This is an optimization exercise on Yosys and OpenROAD, whose aim is small area and a short achievable clock period, not a production implementation.
Only simulation tests tie the RTL to the original design; equivalence was not proved.

## run 1
## cordic_stream
module cordic_stream (
  input  wire        clk,
  input  wire        rst,
  input  wire        in_valid,
  input  wire [15:0] x0,
  input  wire [15:0] y0,
  input  wire [15:0] z0,
  output wire        out_valid,
  output wire [15:0] out_x,
  output wire [15:0] out_y,
  output wire [15:0] out_z
);
make LEC_CHECK=0 CAP_MARGIN=20 CORE_MARGIN=2 CORE_UTILIZATION=55 SETUP_SLACK_MARGIN=2.4 SLEW_MARGIN=20 finish   # period 5.0 ns
run.sh (not shown) runs the stock make flow with config.mk's settings and CLKGATE_MAP_FILE= SYNTH_SCRIPT=/design/flow/synth_recipe.tcl, a recipe that flattens the netlist after the stock synthesis.
Input-level comparison between run 2 and run 1:
-- flow/config.mk --
<<< run 1, line 10
export CORE_UTILIZATION = 55
>>> run 2, line 10
export CORE_UTILIZATION = 40
==> comparison <==
- Run 2 finished end to end and its layout was clean on timing, DRC and antenna.
- Of the two values seen for worst setup path startpoint, core.zr4[15] was produced by run 2 and core.zr0[15] by run 1.
- Delta (run 2 minus run 1): non-clock buffer count fell by 54, worst hold slack went down 0.0063 ns, wire length decreased by 6.7% relative to the old numbers, number of antenna cells inserted stayed essentially flat.
Input changes introduced in run 3 (baseline for comparison: run 2):
-- flow/config.mk --
<<< run 2, line 10
export CORE_UTILIZATION = 40
>>> run 3, line 10
export CORE_UTILIZATION = 60
export CTS_CLUSTER_DIAMETER = 60
export CTS_CLUSTER_SIZE = 20
export PLACE_DENSITY = 0.75
==> run summary <==
- When the final numbers for run 3 and run 2 were put side by side, the setup slack at placement turned out to be smaller in run 3.
- When the final numbers for run 3 and run 2 were put side by side, the period utilization turned out to be greater in run 3.
- The number of cell rows in run 3 was lower than what run 2 gave.
- Critical path depth, run 3 and run 2: lower on run 2
- Diff run 2 -> run 3: starting DRC count in detailed routing went up by 24%, number of well-tap cells placed went down by about 36%, wire length of the first global-routing pass was more or less identical.
Changes in run 4 relative to run 3:
==> flow/flow/run.sh (new file) <==
#!/bin/bash
# Layout flow: the standard flow (standard.sh) with two synthesis changes:
# Yosys's full-adder extraction is skipped (ADDER_MAP_FILE empty) and the
# final ABC mapping is area-oriented (flow/synth.tcl, flow/abc_map_area.script).
# Placement, CTS, timing repair and routing are the standard ones.
set -uo pipefail
here=$(pwd)
bash standard.sh SYNTH_SCRIPT="$here/flow/synth.tcl" ADDER_MAP_FILE= finish > "$here/flow_make.log" 2>&1
status=$?
exit $status
==> flow/flow/abc_map_area.script (new file) <==
strash
dch
map -a
topo
stime -c
buffer -c
upsize -c
dnsize -c
==> flow/flow/synth.tcl (new file) <==
set my_abc_script [file join [file dirname [file normalize [info script]]] abc_map_area.script]
proc abc {args} {
  set i [lsearch -exact $args -script]
  if {$i >= 0} { lset args [expr {$i + 1}] $::my_abc_script }
  puts "abc (area map): $args"
  yosys abc {*}$args
}
source [file join [file dirname [file dirname [file normalize [info script]]]] synth_recipe.tcl]
==> flow/standard.sh (new file) <==
#!/bin/bash
# synth_recipe.tcl (not shown) runs the flow's synth.tcl, then flattens the netlist and writes it again
# the make line also repeats each setting of config.mk as NAME=value (left out here)
make -C /OpenROAD-flow-scripts/flow DESIGN_CONFIG=/design/flow/config.mk WORK_HOME=/design/flow/orfs CLKGATE_MAP_FILE= SYNTH_SCRIPT=/design/flow/synth_recipe.tcl "${@:-finish}"
-- flow/config.mk --
<<< run 3, line 10
export CORE_UTILIZATION = 60
export CTS_CLUSTER_DIAMETER = 60
export CTS_CLUSTER_SIZE = 20
export PLACE_DENSITY = 0.75
export SETUP_SLACK_MARGIN = 2.4
>>> run 4, line 10
export CORE_UTILIZATION = 40
export SETUP_SLACK_MARGIN = 2.8
removed: flow/run.sh
Findings:
Every stage of the flow completed for run 4, and the final layout passed the timing, design-rule and antenna checks. For run 4, the timing startpoint of the critical path was core.zr1[15], unlike run 3, where it was z0[15]. Diff run 3 -> run 4: clock period minus worst slack -0.32 ns; final routed wirelength across all metal layers +10000 um.
Input-level comparison between run 5 and run 4:
==> flow/run.sh (new file) <==
#!/bin/bash
# synth_recipe.tcl (not shown) runs the flow's synth.tcl, then flattens the netlist and writes it again
# the make line also repeats each setting of config.mk as NAME=value (left out here)
make -C /OpenROAD-flow-scripts/flow DESIGN_CONFIG=/design/flow/config.mk WORK_HOME=/design/flow/orfs CLKGATE_MAP_FILE= SYNTH_SCRIPT=/design/flow/synth_recipe.tcl finish
-- flow/config.mk --
<<< run 4, line 11
export SETUP_SLACK_MARGIN = 2.8
>>> run 5, line 11
export CTS_CLUSTER_DIAMETER = 80
export CTS_CLUSTER_SIZE = 30
export SETUP_SLACK_MARGIN = 2.4
removed: flow/flow/run.sh
removed: flow/flow/abc_map_area.script
removed: flow/flow/synth.tcl
removed: flow/standard.sh
Notes after the runs:
- Going from run 4 to run 5, area growth from synthesis to layout fell 18 points; worst hold slack higher; core utilization now sits lower.
- Side by side, insertion delay to the later sink of the worst-skew pair turned out higher in run 5 than in run 4.


Another version of the RTL of cordic_stream (not shown whole).
For scale: ~3900 cells after synthesis, ~590 flip-flops, about 100 I/O pins, roughly 30000 µm² of cells after synthesis.
// cordic_stream
module cordic_stream (
  input  wire        clk,
  input  wire        rst,
  input  wire        in_valid,
  input  wire [15:0] x0,
  input  wire [15:0] y0,
  input  wire [15:0] z0,
  output wire        out_valid,
  output wire [15:0] out_x,
  output wire [15:0] out_y,
  output wire [15:0] out_z
);
  reg [11:0] valid_sr;
  always @(posedge clk) begin
    if (rst)
      valid_sr <= 12'd0;
    else
      valid_sr <= {valid_sr[10:0], in_valid};
  end
  assign out_valid = valid_sr[11];
  cordic_pipeline core (
    .clk(clk), .x0(x0), .y0(y0), .z0(z0),
    .out_x(out_x), .out_y(out_y), .out_z(out_z)
  );
endmodule
clock: 5.0 ns
lec_check: 0
cap_margin: 20
core_margin: 2
core_utilization: 40
cts_cluster_diameter: 80
cts_cluster_size: 30
setup_slack_margin: 2.8
slew_margin: 20
standard.sh (not shown) runs the stock make flow with config.mk's settings and CLKGATE_MAP_FILE= SYNTH_SCRIPT=/design/flow/synth_recipe.tcl, a recipe that flattens the netlist after the stock synthesis.
==> flow/flow/run.sh <==
#!/bin/bash
# Layout flow: the standard flow (standard.sh) with two synthesis changes:
# Yosys's full-adder extraction is skipped (ADDER_MAP_FILE empty), and the
# final ABC mapping uses flow/abc_map.script (see flow/synth.tcl).
# Placement, CTS, timing repair and routing are the standard ones.
# The make output (all tools) goes to flow_make.log; ORFS keeps each
# step's log under orfs/logs/.
set -uo pipefail
here=$(pwd)
bash standard.sh SYNTH_SCRIPT="$here/flow/synth.tcl" ADDER_MAP_FILE= finish > "$here/flow_make.log" 2>&1
exit $?
==> flow/flow/abc_map.script <==
strash
dch -f
map -D 1500
topo
stime -c
buffer -c
upsize -c
dnsize -c
==> flow/flow/synth.tcl <==
set my_abc_script [file join [file dirname [file normalize [info script]]] abc_map.script]
proc abc {args} {
  set i [lsearch -exact $args -script]
  if {$i >= 0} { lset args [expr {$i + 1}] $::my_abc_script }
  puts "abc (own script): $args"
  yosys abc {*}$args
}
source [file join [file dirname [file dirname [file normalize [info script]]]] synth_recipe.tcl]
The first run completed without violations.
==> next run, changes <==
==> flow/flow/run.sh (replaced) <==
#!/bin/bash
# Layout flow: the standard flow (standard.sh) with two synthesis changes:
# Yosys's full-adder extraction is skipped (ADDER_MAP_FILE empty) and the
# final ABC mapping is area-oriented (flow/synth.tcl, flow/abc_map_area.script).
# Placement, CTS, timing repair and routing are the standard ones.
set -uo pipefail
here=$(pwd)
bash standard.sh SYNTH_SCRIPT="$here/flow/synth.tcl" ADDER_MAP_FILE= finish > "$here/flow_make.log" 2>&1
status=$?
exit $status
==> flow/flow/abc_map_area.script (new file) <==
strash
dch
map -B 0.9
topo
stime -c
buffer -c
upsize -c
dnsize -c
==> flow/flow/synth.tcl (replaced) <==
set my_abc_script [file join [file dirname [file normalize [info script]]] abc_map_area.script]
proc abc {args} {
  set i [lsearch -exact $args -script]
  if {$i >= 0} { lset args [expr {$i + 1}] $::my_abc_script }
  puts "abc (area map): $args"
  yosys abc {*}$args
}
source [file join [file dirname [file dirname [file normalize [info script]]]] synth_recipe.tcl]
Settings changed: CTS_CLUSTER_DIAMETER 80 to default, CTS_CLUSTER_SIZE 30 to default.
removed: flow/flow/abc_map.script
Result: The changed run passed the timing, design-rule and antenna checks; sequential share of layout area falls by 2.2 points; cell count rises by 22%; maximum frequency rises by 3.0%; worst setup slack gains 65 ps; clock-buffer cell count rises by 70; routed wire length rises by 14%.

## afterwards: timing with drivers on the ports
No port has a modelled driver above. Below, the same layouts with a new extraction and two added sets of constraints. Step 1 (the two cells are an assumption about what drives the block):
set clk [get_ports {clk}]
set_driving_cell -lib_cell sky130_fd_sc_hd__clkbuf_16 $clk
set_driving_cell -lib_cell sky130_fd_sc_hd__buf_2 [delete_from_list [all_inputs] $clk]
Step 2 moves the port delays by t, midway between the first and last clock arrival at a register: inputs arrive t later, outputs are due t later. That takes back most of the time a late clock gives input paths. Slacks: ideal ports / drivers / drivers and shift; pairs: ideal ports / drivers.
| run | shift t [ns] | setup WS [ns] | worst register clock-pin slew, ns | worst data-port slew with drivers (ns) |
|---|---|---|---|---|
| run 1 | 0.671 | 2.217 / 2.217 / 1.560 | 0.07 / 0.07 | 0.08 |
| run 2 | 0.693 | 2.316 / 2.316 / 1.718 | 0.07 / 0.07 | 0.05 |
| run 3 | 0.639 | 2.284 / 2.239 / 1.599 | 0.08 / 0.08 | 0.10 |
| run 4 | 0.673 | 2.604 / 2.604 / 1.969 | 0.07 / 0.07 | 0.12 |
| run 5 | 0.676 | 2.264 / 2.264 / 1.747 | 0.11 / 0.11 | 0.05 |
| the first run of note 2 | 0.676 | 2.783 / 2.783 / 2.783 | 0.11 / 0.11 | 0.04 |
| the second run of note 2 | 0.671 | 2.848 / 2.784 / 2.970 | 0.06 / 0.06 | 0.05 |
After both steps setup and hold are still met in every run listed. For run 3, which loses most, drivers alone change the setup slack by -0.045 ns; drivers and shift together by -0.685 ns.
